This design comes from an exercise in tuning for small area and a short achievable clock period on the open sky130 flow, not from production work.
In this exercise RTL edits were held to simulation tests only and were not proved equivalent to the original.
With no activity given, the tool overestimates toggling in this design, so its power and IR-drop figures are unreliable.

==> inputs of trial 53 <==
// mac_acc_sigmoid
module mac_acc_sigmoid(
  input clk2,
  input rst2,
  input [127:0] pixelsIn,
  input [127:0] weightsIn,
  input [7:0] b,
  output [7:0] dout);
export LEC_CHECK = 0
export ABC_CLOCK_PERIOD_IN_PS = 7000
export CAP_MARGIN = 20
export CORE_MARGIN = 2
export CORE_UTILIZATION = 40
export SETUP_SLACK_MARGIN = 4
export SLEW_MARGIN = 20
export SYNTH_HIERARCHICAL = 1
create_clock -name core_clock -period 11.5 [get_ports {clk2}]
run.sh (not shown) runs the stock make flow with config.mk's settings and CLKGATE_MAP_FILE= SYNTH_SCRIPT=/design/flow/synth_recipe.tcl, a recipe that flattens the netlist after the stock synthesis.
==> build 57: changes against trial 53 <==
- ABC_AREA: not set -> 1
- ABC_CLOCK_PERIOD_IN_PS: 7000 -> not set
==> summary of the runs <==
Setup slack: build 57 is lower than trial 53 (0.018 ns). Against trial 53, the routed wire length of build 57 is smaller by 7.8%. In count of clock-buffer cells in the layout, build 57 and trial 53 do not differ. Sequential share of layout area is about the same in build 57 and trial 53. Between build 57 and trial 53, the lower final cell count is in trial 53 (gap about 11%, measured against trial 53). Final area is about the same in build 57 and trial 53. Of trial 53 and build 57, trial 53 has the higher utilization (gap 1.5 points).

---

==> cedar: inputs <==
mac_acc_sigmoid, a different RTL version from the one above (not shown whole).
==> flow/design.v (excerpt) <==
module mac_acc_sigmoid(
  input clk2,
  input rst2,
  input [127:0] pixelsIn,
  input [127:0] weightsIn,
  input [7:0] b,
  output [7:0] dout);
  reg [1:0] ph;        
  reg f;               
  reg [7:0] dreg;      
  wire ph0 = (ph == 2'd0);
  always @(posedge clk2) begin
    ph <= rst2 ? 2'd0 : ph + 2'd1;
    f <= (ph == 2'd3);
  end
  reg acc0_0;
  reg acc1_0;
  reg acc2_0;
  reg acc0_1;
  reg acc1_1;
  reg acc2_1;
  reg acc0_2;
  reg acc1_2;
  reg acc2_2;
  reg acc0_3;
  reg acc1_3;
  reg acc2_3;
  reg acc0_4;
  reg acc1_4;
  reg acc2_4;
  reg acc0_5;
  reg acc1_5;
  reg acc2_5;
  reg acc0_6;
  reg acc1_6;
  reg acc2_6;
  reg acc0_7;
  reg acc1_7;
  reg acc2_7;
  reg acc0_8;
  reg acc1_8;
  reg acc2_8;
  reg acc0_9;
  reg acc1_9;
  reg acc2_9;
  reg acc0_10;
  reg acc1_10;
  reg acc2_10;
  reg acc0_11;
  reg acc1_11;
  reg acc2_11;
  reg acc0_12;
  reg acc1_12;
  reg acc2_12;
  reg acc0_13;
  reg acc1_13;
  reg acc2_13;
  reg acc0_14;
  reg acc1_14;
  reg acc2_14;
  reg acc0_15;
  reg acc1_15;
  reg acc2_15;
  reg acc0_16;
  reg acc1_16;
  reg acc2_16;
  reg acc0_17;
  reg acc1_17;
  reg acc2_17;
  reg acc0_18;
  reg acc1_18;
  reg acc2_18;
  reg acc0_19;
  reg acc1_19;
  reg acc2_19;
  reg acc0_20;
  reg acc1_20;
  reg acc2_20;
  reg acc0_21;
  reg acc1_21;
  reg acc2_21;
  wire pp1 = ~(pixelsIn[0] & weightsIn[0]);
  wire pp2 = ~(pixelsIn[0] & weightsIn[1]);
  wire pp3 = ~(pixelsIn[0] & weightsIn[2]);
  wire pp4 = ~(pixelsIn[0] & weightsIn[3]);
  wire pp5 = ~(pixelsIn[0] & weightsIn[4]);
  wire pp6 = ~(pixelsIn[0] & weightsIn[5]);
  wire pp7 = ~(pixelsIn[0] & weightsIn[6]);
  wire pp8 = (pixelsIn[0] & weightsIn[7]);
  wire pp9 = ~(pixelsIn[1] & weightsIn[0]);
  wire pp10 = ~(pixelsIn[1] & weightsIn[1]);
  wire pp11 = ~(pixelsIn[1] & weightsIn[2]);
  wire pp12 = ~(pixelsIn[1] & weightsIn[3]);
  ...
export LEC_CHECK = 0
export ABC_AREA = 1
export CAP_MARGIN = 20
export CORE_MARGIN = 2
export CORE_UTILIZATION = 40
export SETUP_SLACK_MARGIN = 4.3
export SLEW_MARGIN = 20
export SYNTH_HIERARCHICAL = 1
create_clock -name core_clock -period 11.5 [get_ports {clk2}]
==> inputs of pepper, as changes to cedar <==
--- a/flow/design.v
+++ b/flow/design.v
@@ -5072,57 +5072,13 @@
     acc1_20 <= hs20_21;
     acc2_20 <= c19_1022;
     acc0_21 <= al1090;
     acc1_21 <= hc20_21;
     acc2_21 <= hs21_22;
   end
-  wire os0, oc0;
-  fa3 u_os0(.a(acc0_0), .b(acc1_0), .c(acc2_0), .s(os0), .co(oc0));
-  wire os1, oc1;
-  fa3 u_os1(.a(acc0_1), .b(acc1_1), .c(acc2_1), .s(os1), .co(oc1));
-  wire os2, oc2;
-  fa3 u_os2(.a(acc0_2), .b(acc1_2), .c(acc2_2), .s(os2), .co(oc2));
-  wire os3, oc3;
-  fa3 u_os3(.a(acc0_3), .b(acc1_3), .c(acc2_3), .s(os3), .co(oc3));
-  wire os4, oc4;
-  fa3 u_os4(.a(acc0_4), .b(acc1_4), .c(acc2_4), .s(os4), .co(oc4));
-  wire os5, oc5;
-  fa3 u_os5(.a(acc0_5), .b(acc1_5), .c(acc2_5), .s(os5), .co(oc5));
-  wire os6, oc6;
-  fa3 u_os6(.a(acc0_6), .b(acc1_6), .c(acc2_6), .s(os6), .co(oc6));
-  wire os7, oc7;
-  fa3 u_os7(.a(acc0_7), .b(acc1_7), .c(acc2_7), .s(os7), .co(oc7));
-  wire os8, oc8;
-  fa3 u_os8(.a(acc0_8), .b(acc1_8), .c(acc2_8), .s(os8), .co(oc8));
-  wire os9, oc9;
-  fa3 u_os9(.a(acc0_9), .b(acc1_9), .c(acc2_9), .s(os9), .co(oc9));
-  wire os10, oc10;
-  fa3 u_os10(.a(acc0_10), .b(acc1_10), .c(acc2_10), .s(os10), .co(oc10));
-  wire os11, oc11;
-  fa3 u_os11(.a(acc0_11), .b(acc1_11), .c(acc2_11), .s(os11), .co(oc11));
-  wire os12, oc12;
-  fa3 u_os12(.a(acc0_12), .b(acc1_12), .c(acc2_12), .s(os12), .co(oc12));
-  wire os13, oc13;
-  fa3 u_os13(.a(acc0_13), .b(acc1_13), .c(acc2_13), .s(os13), .co(oc13));
-  wire os14, oc14;
-  fa3 u_os14(.a(acc0_14), .b(acc1_14), .c(acc2_14), .s(os14), .co(oc14));
-  wire os15, oc15;
-  fa3 u_os15(.a(acc0_15), .b(acc1_15), .c(acc2_15), .s(os15), .co(oc15));
-  wire os16, oc16;
-  fa3 u_os16(.a(acc0_16), .b(acc1_16), .c(acc2_16), .s(os16), .co(oc16));
-  wire os17, oc17;
-  fa3 u_os17(.a(acc0_17), .b(acc1_17), .c(acc2_17), .s(os17), .co(oc17));
-  wire os18, oc18;
-  fa3 u_os18(.a(acc0_18), .b(acc1_18), .c(acc2_18), .s(os18), .co(oc18));
-  wire os19, oc19;
-  fa3 u_os19(.a(acc0_19), .b(acc1_19), .c(acc2_19), .s(os19), .co(oc19));
-  wire os20, oc20;
-  fa3 u_os20(.a(acc0_20), .b(acc1_20), .c(acc2_20), .s(os20), .co(oc20));
-  wire os21, oc21;
-  fa3 u_os21(.a(acc0_21), .b(acc1_21), .c(acc2_21), .s(os21), .co(oc21));
-  wire [21:0] sum = {~os21, ~os20, ~os19, ~os18, ~os17, ~os16, ~os15, ~os14, ~os13, ~os12, ~os11, ~os10, ~os9, ~os8, ~os7, ~os6, ~os5, ~os4, ~os3, ~os2, ~os1, ~os0} + {~oc20, ~oc19, ~oc18, ~oc17, ~oc16, ~oc15, ~oc14, ~oc13, ~oc12, ~oc11, ~oc10, ~oc9, ~oc8, ~oc7, ~oc6, ~oc5, ~oc4, ~oc3, ~oc2, ~oc1, ~oc0, ~1'b1};
+  wire [21:0] sum = {~acc0_21, ~acc0_20, ~acc0_19, ~acc0_18, ~acc0_17, ~acc0_16, ~acc0_15, ~acc0_14, ~acc0_13, ~acc0_12, ~acc0_11, ~acc0_10, ~acc0_9, ~acc0_8, ~acc0_7, ~acc0_6, ~acc0_5, ~acc0_4, ~acc0_3, ~acc0_2, ~acc0_1, ~acc0_0} + {~acc1_21, ~acc1_20, ~acc1_19, ~acc1_18, ~acc1_17, ~acc1_16, ~acc1_15, ~acc1_14, ~acc1_13, ~acc1_12, ~acc1_11, ~acc1_10, ~acc1_9, ~acc1_8, ~acc1_7, ~acc1_6, ~acc1_5, ~acc1_4, ~acc1_3, ~acc1_2, ~acc1_1, ~acc1_0} + {~acc2_21, ~acc2_20, ~acc2_19, ~acc2_18, ~acc2_17, ~acc2_16, ~acc2_15, ~acc2_14, ~acc2_13, ~acc2_12, ~acc2_11, ~acc2_10, ~acc2_9, ~acc2_8, ~acc2_7, ~acc2_6, ~acc2_5, ~acc2_4, ~acc2_3, ~acc2_2, ~acc2_1, ~acc2_0};
   wire [7:0] fout;
   act10 sig(sum, fout);
   always @(posedge clk2)
     if (f) dreg <= fout;
   assign dout = f ? fout : dreg;
 endmodule
Settings changed: ABC_AREA 1 to not set, ABC_CLOCK_PERIOD_IN_PS set to 7000, SETUP_SLACK_MARGIN 4.3 to 5.
==> comparison <==
Final cell count: pepper is lower than cedar (about 7.5%). Total power: pepper is larger than cedar (9.1%). Between pepper and cedar, the lower maximum frequency is in pepper (gap about 0.6%, measured against cedar). In cedar the first-iteration DRC count is higher than in pepper, by 2.1%. Between pepper and cedar, the lower clock skew is in pepper (gap 0.0011 ns). Between pepper and cedar, the lower critical path depth is in cedar (gap 8). Of pepper and cedar, pepper has the higher cell area (gap 8.3%, measured against cedar). Between pepper and cedar, the lower via count is in pepper (gap 3.0%, measured against cedar). Of cedar and pepper, pepper has the higher non-clock buffer count (gap 62).
==> figures <==
	cedar	pepper
Placed wire-length estimate after detailed placement	130 mm	118 mm
Signal buffers share of area	6.07%	10.2%
Final standard cell area without fillers	0.0361 mm²	0.0391 mm²
Non-clock buffers	309	371
Flop2flop setup slack	5.03 ns	4.89 ns
Sum of routed wire length over all layers	149 mm	136 mm
Seq. cell area	0.00155 mm²	0.00155 mm²
Startpoint of the lowest-slack hold path	ph[0]$_SDFF_PP0_	acc2_20$_DFF_P_
First element of the critical path	pixelsIn[40]	acc0_1$_DFF_P_
Post-Syn Area	0.0326 mm²	0.0323 mm²
Post-Layout Cell Count	4,576	4,235
Portion of the clock cycle consumed by the worst path in the final layout	62.6%	63.0%
Final period demand of the worst path	7.19 ns	7.24 ns
WP buf/inv	1	4
Share of the final layout cell area in multi-input gates	81.3%	80.6%
Worst endpoint required time	11.71 ns	9.20 ns
Pre-CTS WS	3.06 ns	3.24 ns
Final GP Congestion	1.05	1.03
Core box area	0.0807 mm²	0.0803 mm²
Outcome	timing/DRC/antenna clean	timing/DRC/antenna clean

---

==> build 82 <==
mac_acc_sigmoid, a different RTL version from the one above (not shown whole).
// mac_acc_sigmoid
module mac_acc_sigmoid(
  input clk2,
  input rst2,
  input [127:0] pixelsIn,
  input [127:0] weightsIn,
  input [7:0] b,
  output [7:0] dout);
clock: 11.5 ns
lec_check: 0
abc_area: 1
cap_margin: 20
core_margin: 2
core_utilization: 40
setup_slack_margin: 4.3
slew_margin: 20
synth_hierarchical: 1
==> build 87: changes against build 82 <==
- CORE_UTILIZATION: 40 -> 55
- PLACE_DENSITY: default -> 0.7
- SETUP_SLACK_MARGIN: 4.3 -> 4.6
==> qor summary <==
quantity                                                                     build 82        build 87
Post-detailed-route via-to-cell ratio                                           5.564           6.440
Largest net degree at the start of global routing                                  38              21
Depth of the critical timing path with buffers and inverters included              11              12
Arrival time of the worst setup path                                          7460 ps         7380 ps
Worst Slack Setup Final                                                       4288 ps         4432 ps
Delay of the slowest cell on the worst path                                    640 ps          600 ps
Total Power Consumption                                                     0.02729 W       0.03329 W
Reg-to-reg critical path startpoint                                    acc0_1$_DFF_P_  acc0_7$_DFF_P_
Setup slack, reg-to-reg                                                       4740 ps         4700 ps
Placeable Area                                                              78610 um2       56600 um2
Pwr dens                                                                 788.0 nW/um2    906.4 nW/um2
Final worst-path cycle share                                                   62.71%          61.46%
First drt pass iteration count                                                      5              10
Global-route wire length before repair                                      196400 um       202700 um
Outcome                                                                finished clean  finished clean
Die Width                                                                    285.1 um        243.8 um
Worst Path Required                                                          11750 ps        11820 ps
Cell area after placement                                                   34750 um2       34630 um2

---

==> sierra <==
mac_acc_sigmoid, a different RTL version from the one above (not shown whole).
Settings: LEC_CHECK=0, ABC_AREA=1, CAP_MARGIN=20, CORE_MARGIN=2, CORE_UTILIZATION=47, GPL_ROUTABILITY_DRIVEN=0, SETUP_SLACK_MARGIN=4.3, SLEW_MARGIN=20, SYNTH_HIERARCHICAL=1; clock period 11.5 ns.
==> inputs of fjord, as changes to sierra <==
--- a/flow/config.mk
+++ b/flow/config.mk
@@ -9,7 +9,7 @@
 export CAP_MARGIN = 20
 export CORE_MARGIN = 2
-export CORE_UTILIZATION = 47
+export CORE_UTILIZATION = 40
 export GPL_ROUTABILITY_DRIVEN = 0
-export SETUP_SLACK_MARGIN = 4.3
+export SETUP_SLACK_MARGIN = 4.45
 export SLEW_MARGIN = 20
 export SYNTH_HIERARCHICAL = 1
==> inputs of nickel, as changes to sierra <==
--- a/flow/config.mk
+++ b/flow/config.mk
@@ -9,5 +9,5 @@
 export CAP_MARGIN = 20
 export CORE_MARGIN = 2
-export CORE_UTILIZATION = 47
+export CORE_UTILIZATION = 52
 export GPL_ROUTABILITY_DRIVEN = 0
 export SETUP_SLACK_MARGIN = 4.3
==> inputs of harbor, as changes to sierra <==
--- a/flow/config.mk
+++ b/flow/config.mk
@@ -11,5 +11,5 @@
 export CORE_UTILIZATION = 47
 export GPL_ROUTABILITY_DRIVEN = 0
-export SETUP_SLACK_MARGIN = 4.3
+export SETUP_SLACK_MARGIN = 4.45
 export SLEW_MARGIN = 20
 export SYNTH_HIERARCHICAL = 1
==> summary of the runs <==
- Sequential share of layout area, highest first: nickel, sierra, harbor, fjord.
- nickel finished with timing, DRC and antenna clean. fjord ran to the end with no violations. sierra completed with no timing, DRC or antenna violations. harbor passed the timing, DRC and antenna checks.
- In synthesized area, sierra and harbor do not differ.
- The lowest clock skew belongs to nickel, the highest to sierra.
- In flip-flop and latch count, sierra and harbor do not differ.
==> figures <==
Clock-net power: nickel 0.000295 W; harbor 0.000293 W; sierra 0.000295 W; fjord 0.000283 W
Total Power: nickel 0.0251 W; harbor 0.0259 W; sierra 0.0249 W; fjord 0.0256 W
M2 GR Usage: nickel 0.650; harbor 0.608; sierra 0.590; fjord 0.526
Effective utilization at floorplan: nickel 0.528; harbor 0.475; sierra 0.475; fjord 0.403
Non-clk bufs: nickel 289; harbor 296; sierra 292; fjord 310
Clock tree skew after final layout: nickel 0.0160 ns; harbor 0.0184 ns; sierra 0.0252 ns; fjord 0.0200 ns
Most prevalent standard cell on the critical path: nickel sky130_fd_sc_hd__fa_2; harbor sky130_fd_sc_hd__fa_2; sierra sky130_fd_sc_hd__fa_1; fjord sky130_fd_sc_hd__fa_2
Via density per instance: nickel 6.00; harbor 5.92; sierra 5.88; fjord 5.58
Highest signal layer in the routed design: nickel met5; harbor met4; sierra met4; fjord met4
Outcome: nickel timing/DRC/antenna clean; harbor timing/DRC/antenna clean; sierra timing/DRC/antenna clean; fjord timing/DRC/antenna clean

---

==> job 2584 <==
Another version of the RTL of mac_acc_sigmoid (not shown whole).
clock: 11.5 ns
lec_check: 0
abc_area: 1
cap_margin: 20
core_margin: 2
core_utilization: 40
gpl_routability_driven: 0
setup_slack_margin: 4.3
slew_margin: 20
synth_hierarchical: 1
==> inputs of job 7146, as changes to job 2584 <==
--- a/flow/design.v
+++ b/flow/design.v
@@ -697,15 +697,20 @@
     assign dataext = {2'b00, lutdata};
     dataConv u3 (dataext, sign, datasigned);
     saturationLogic u4 (datasigned, sign, ovf, data);
 endmodule
 `timescale 1ns / 1ps
-module act10(s, dout);
+module act10m(s, f, q, dout);
   input [21:0] s;
   wire [21:0] s;
+  input f;
+  wire f;
+  input [7:0] q;
+  wire [7:0] q;
   output [7:0] dout;
   wire [7:0] dout;
+  wire [7:0] fo;
   wire _000_;
   wire _001_;
   wire _002_;
   wire _003_;
   wire _004_;
@@ -1144,11 +1149,11 @@
   assign _011_ = 4'h8 >> { _010_, _009_ };
   assign _012_ = 4'h1 >> { s[15], s[21] };
   assign _013_ = 4'h1 >> { s[17], s[14] };
   assign _014_ = 4'h8 >> { _013_, _012_ };
   assign _015_ = 4'h8 >> { _014_, _011_ };
-  assign dout[6] = 4'h1 >> { _015_, _008_ };
+  assign fo[6] = 4'h1 >> { _015_, _008_ };
   assign _016_ = 4'h1 >> { _304_, _290_ };
   assign _017_ = 4'h2 >> { _016_, _293_ };
   assign _018_ = 4'h2 >> s[13:12];
   assign _019_ = 4'h4 >> { _018_, _017_ };
   assign _020_ = 4'h1 >> { _019_, s[13] };
@@ -1165,11 +1170,11 @@
   assign _031_ = 4'h4 >> { _030_, _028_ };
   assign _032_ = 4'h2 >> { _031_, _022_ };
   assign _033_ = 4'h2 >> { _032_, s[13] };
   assign _034_ = 4'h8 >> { _033_, _007_ };
   assign _035_ = 4'h4 >> { _034_, _327_ };
-  assign dout[5] = 4'he >> { _035_, _021_ };
+  assign fo[5] = 4'he >> { _035_, _021_ };
   assign _036_ = 4'h1 >> { _166_, s[10] };
   assign _037_ = 4'h2 >> { _036_, s[11] };
   assign _038_ = 4'h4 >> { _037_, _029_ };
   assign _039_ = 4'h4 >> { _038_, _319_ };
   assign _040_ = 4'h1 >> { _039_, s[13] };
@@ -1215,11 +1220,11 @@
   assign _080_ = 4'h1 >> { _019_, _344_ };
   assign _081_ = 4'h8 >> { _342_, s[11] };
   assign _082_ = 4'h1 >> { _081_, _080_ };
   assign _083_ = 4'h1 >> { _015_, _007_ };
   assign _084_ = 4'h1 >> { _083_, _082_ };
-  assign dout[4] = 4'h4 >> { _084_, _079_ };
+  assign fo[4] = 4'h4 >> { _084_, _079_ };
   assign _085_ = 4'h2 >> { _060_, _007_ };
   assign _086_ = 4'h4 >> { s[10], s[12] };
   assign _087_ = 4'h4 >> { _086_, _292_ };
   assign _088_ = 4'h4 >> { s[7], s[11] };
   assign _089_ = 4'h8 >> { _088_, _176_ };
@@ -1230,12 +1235,12 @@
   assign _094_ = 4'h4 >> { _038_, _298_ };
   assign _095_ = 4'h2 >> { _094_, _022_ };
   assign _096_ = 4'h4 >> { _095_, _093_ };
   assign _097_ = 4'h2 >> { _096_, _015_ };
   assign _098_ = 4'h4 >> { _097_, _092_ };
-  assign dout[3] = 4'he >> { _098_, _085_ };
-  assign _099_ = 4'h8 >> { dout[3], _022_ };
+  assign fo[3] = 4'he >> { _098_, _085_ };
+  assign _099_ = 4'h8 >> { fo[3], _022_ };
   assign _100_ = 4'h2 >> { _099_, _015_ };
   assign _101_ = 4'h2 >> { _338_, s[9] };
   assign _102_ = 4'h2 >> { _101_, _346_ };
   assign _103_ = 4'h8 >> { _220_, s[9] };
   assign _104_ = 4'h2 >> { _103_, _068_ };
@@ -1254,11 +1259,11 @@
   assign _117_ = 4'h4 >> { _116_, _115_ };
   assign _118_ = 4'h2 >> { _117_, s[13] };
   assign _119_ = 4'h4 >> { _118_, _114_ };
   assign _120_ = 4'h2 >> { _119_, _007_ };
   assign _121_ = 4'h4 >> { _120_, _074_ };
-  assign dout[2] = 4'he >> { _121_, _111_ };
+  assign fo[2] = 4'he >> { _121_, _111_ };
   assign _122_ = 4'h4 >> { _069_, _017_ };
   assign _123_ = 4'h8 >> { _304_, s[11] };
   assign _124_ = 4'h1 >> { _308_, _298_ };
   assign _125_ = 4'h1 >> { _124_, _041_ };
   assign _126_ = 4'h1 >> { _125_, _292_ };
@@ -1307,11 +1312,11 @@
   assign _171_ = 4'h2 >> { _170_, _040_ };
   assign _172_ = 4'h4 >> { _171_, _162_ };
   assign _173_ = 4'h1 >> { _172_, _324_ };
   assign _174_ = 4'h4 >> { _173_, _158_ };
   assign _175_ = 4'h2 >> { _174_, _007_ };
-  assign dout[1] = 4'he >> { _175_, _148_ };
+  assign fo[1] = 4'he >> { _175_, _148_ };
   assign _177_ = 4'h8 >> { _242_, s[8] };
   assign _178_ = 4'h1 >> { _177_, _029_ };
   assign _179_ = 4'h8 >> { _067_, _297_ };
   assign _180_ = 4'h1 >> { _179_, _178_ };
   assign _181_ = 4'h2 >> { _180_, _132_ };
@@ -1409,15 +1414,16 @@
   assign _282_ = 4'h4 >> { _281_, _280_ };
   assign _283_ = 4'h1 >> { _282_, _276_ };
   assign _284_ = 4'h4 >> { _283_, _256_ };
   assign _285_ = 4'h4 >> { _284_, _248_ };
   assign _287_ = 4'h2 >> { _285_, _015_ };
-  assign dout[0] = 4'he >> { _287_, _243_ };
-  assign dout[7] = 4'h2 >> { _008_, s[21] };
+  assign fo[0] = 4'he >> { _287_, _243_ };
+  assign fo[7] = 4'h2 >> { _008_, s[21] };
   assign r[7] = r[6];
   assign sign = s[21];
   assign y = s[21:5];
+  assign dout = f ? fo : q;
 endmodule
 `timescale 1ns / 1ps
 module mac_acc_sigmoid(
   input clk2,
   input rst2,
@@ -4651,15 +4657,13 @@
   wire os20, oc20;
   fa3 u_os20(.a(acc0_20), .b(acc1_20), .c(acc2_20), .s(os20), .co(oc20));
   wire os21, oc21;
   fa3 u_os21(.a(acc0_21), .b(acc1_21), .c(acc2_21), .s(os21), .co(oc21));
   assign sum = {~os21, ~os20, ~os19, ~os18, ~os17, ~os16, ~os15, ~os14, ~os13, ~os12, ~os11, ~os10, ~os9, ~os8, ~os7, ~os6, ~os5, ~os4, ~os3, ~os2, ~os1, ~os0} + {~oc20, ~oc19, ~oc18, ~oc17, ~oc16, ~oc15, ~oc14, ~oc13, ~oc12, ~oc11, ~oc10, ~oc9, ~oc8, ~oc7, ~oc6, ~oc5, ~oc4, ~oc3, ~oc2, ~oc1, ~oc0, ~1'b1};
-  wire [7:0] fout;
-  act10 sig(sum, fout);
+  act10m sig(.s(sum), .f(f), .q(dreg), .dout(dout));
   always @(posedge clk2)
-    if (f) dreg <= fout;
-  assign dout = f ? fout : dreg;
+    dreg <= dout;       
 endmodule
 module fa3(input a, input b, input c, output s, output co);
   assign s = a ^ b ^ c;
   assign co = (a & b) | (a & c) | (b & c);
 endmodule
- CORE_UTILIZATION: 40 -> 47
- SETUP_SLACK_MARGIN: 4.3 -> 4.45
==> notes <==
In synthesized area, job 2584 and job 7146 hardly differ. Between job 2584 and job 7146, the lower core utilization is in job 2584 (gap 8.0 points). In cell area, job 7146 and job 2584 hardly differ. Sequential share of layout area is about the same in job 2584 and job 7146. Between job 7146 and job 2584, the lower sequential power is in job 2584 (gap about 0.8%, measured against job 2584). Job 2584 went through all stages and came out clean. Job 7146 produced a clean layout. Of job 2584 and job 7146, job 7146 has the higher first-iteration DRC count (gap 22%, measured against job 7146). In critical path depth, job 2584 and job 7146 do not differ. Between job 7146 and job 2584, the lower die area is in job 7146 (gap 15%, measured against job 2584). Of job 7146 and job 2584, job 7146 has the higher global-route usage (gap 5.2 points). Between job 7146 and job 2584, the lower synthesized cell count is in job 2584 (gap 0.43%, measured against job 2584).

what the ideal ports hide:
The results above use ideal ports. As a check the final layouts listed here were re-extracted and re-timed, cells and wires unchanged.
Step 1 sets driving cells, clkbuf_16 on the clock port and buf_2 on the other inputs (assumed; they add their load-dependent delay and slew).
Step 2 times the ports against the registers' clock, not the clock port: input delays grow and output delays shrink by t, the midpoint of the rising clock arrivals with the driver on.
Slacks: no drivers / after step 1 / after step 2; pairs: no drivers / after step 1.
| run | t (ns) | slack for setup (ns) | hold slack, ns |
|---|---|---|---|
| trial 53 | 0.403 | 3.996 / 3.954 / 3.551 | 0.457 / 0.457 / 0.457 |
| build 57 | 0.384 | 3.978 / 3.944 / 3.560 | 0.453 / 0.453 / 0.453 |
| cedar | 0.454 | 4.305 / 4.291 / 3.837 | 0.449 / 0.449 / 0.449 |
| pepper | 0.439 | 4.259 / 4.204 / 4.072 | 0.439 / 0.439 / 0.439 |
| build 82 | 0.443 | 4.288 / 4.325 / 3.882 | 0.454 / 0.454 / 0.454 |
| build 87 | 0.425 | 4.432 / 4.426 / 4.001 | 0.452 / 0.452 / 0.452 |
| sierra | 0.436 | 4.329 / 4.358 / 3.922 | 0.456 / 0.456 / 0.456 |
| fjord | 0.432 | 4.398 / 4.372 / 3.940 | 0.446 / 0.446 / 0.446 |
| nickel | 0.434 | 4.300 / 4.321 / 3.887 | 0.447 / 0.447 / 0.447 |
| harbor | 0.439 | 4.349 / 4.367 / 3.928 | 0.446 / 0.446 / 0.446 |
| job 2584 | 0.445 | 4.301 / 4.304 / 3.859 | 0.454 / 0.454 / 0.454 |
| job 7146 | 0.443 | 4.402 / 4.415 / 3.973 | 0.456 / 0.456 / 0.456 |
After both steps every run listed still meets setup and hold. For cedar, which loses most, drivers alone change the setup slack by -0.014 ns; drivers and shift together by -0.468 ns.
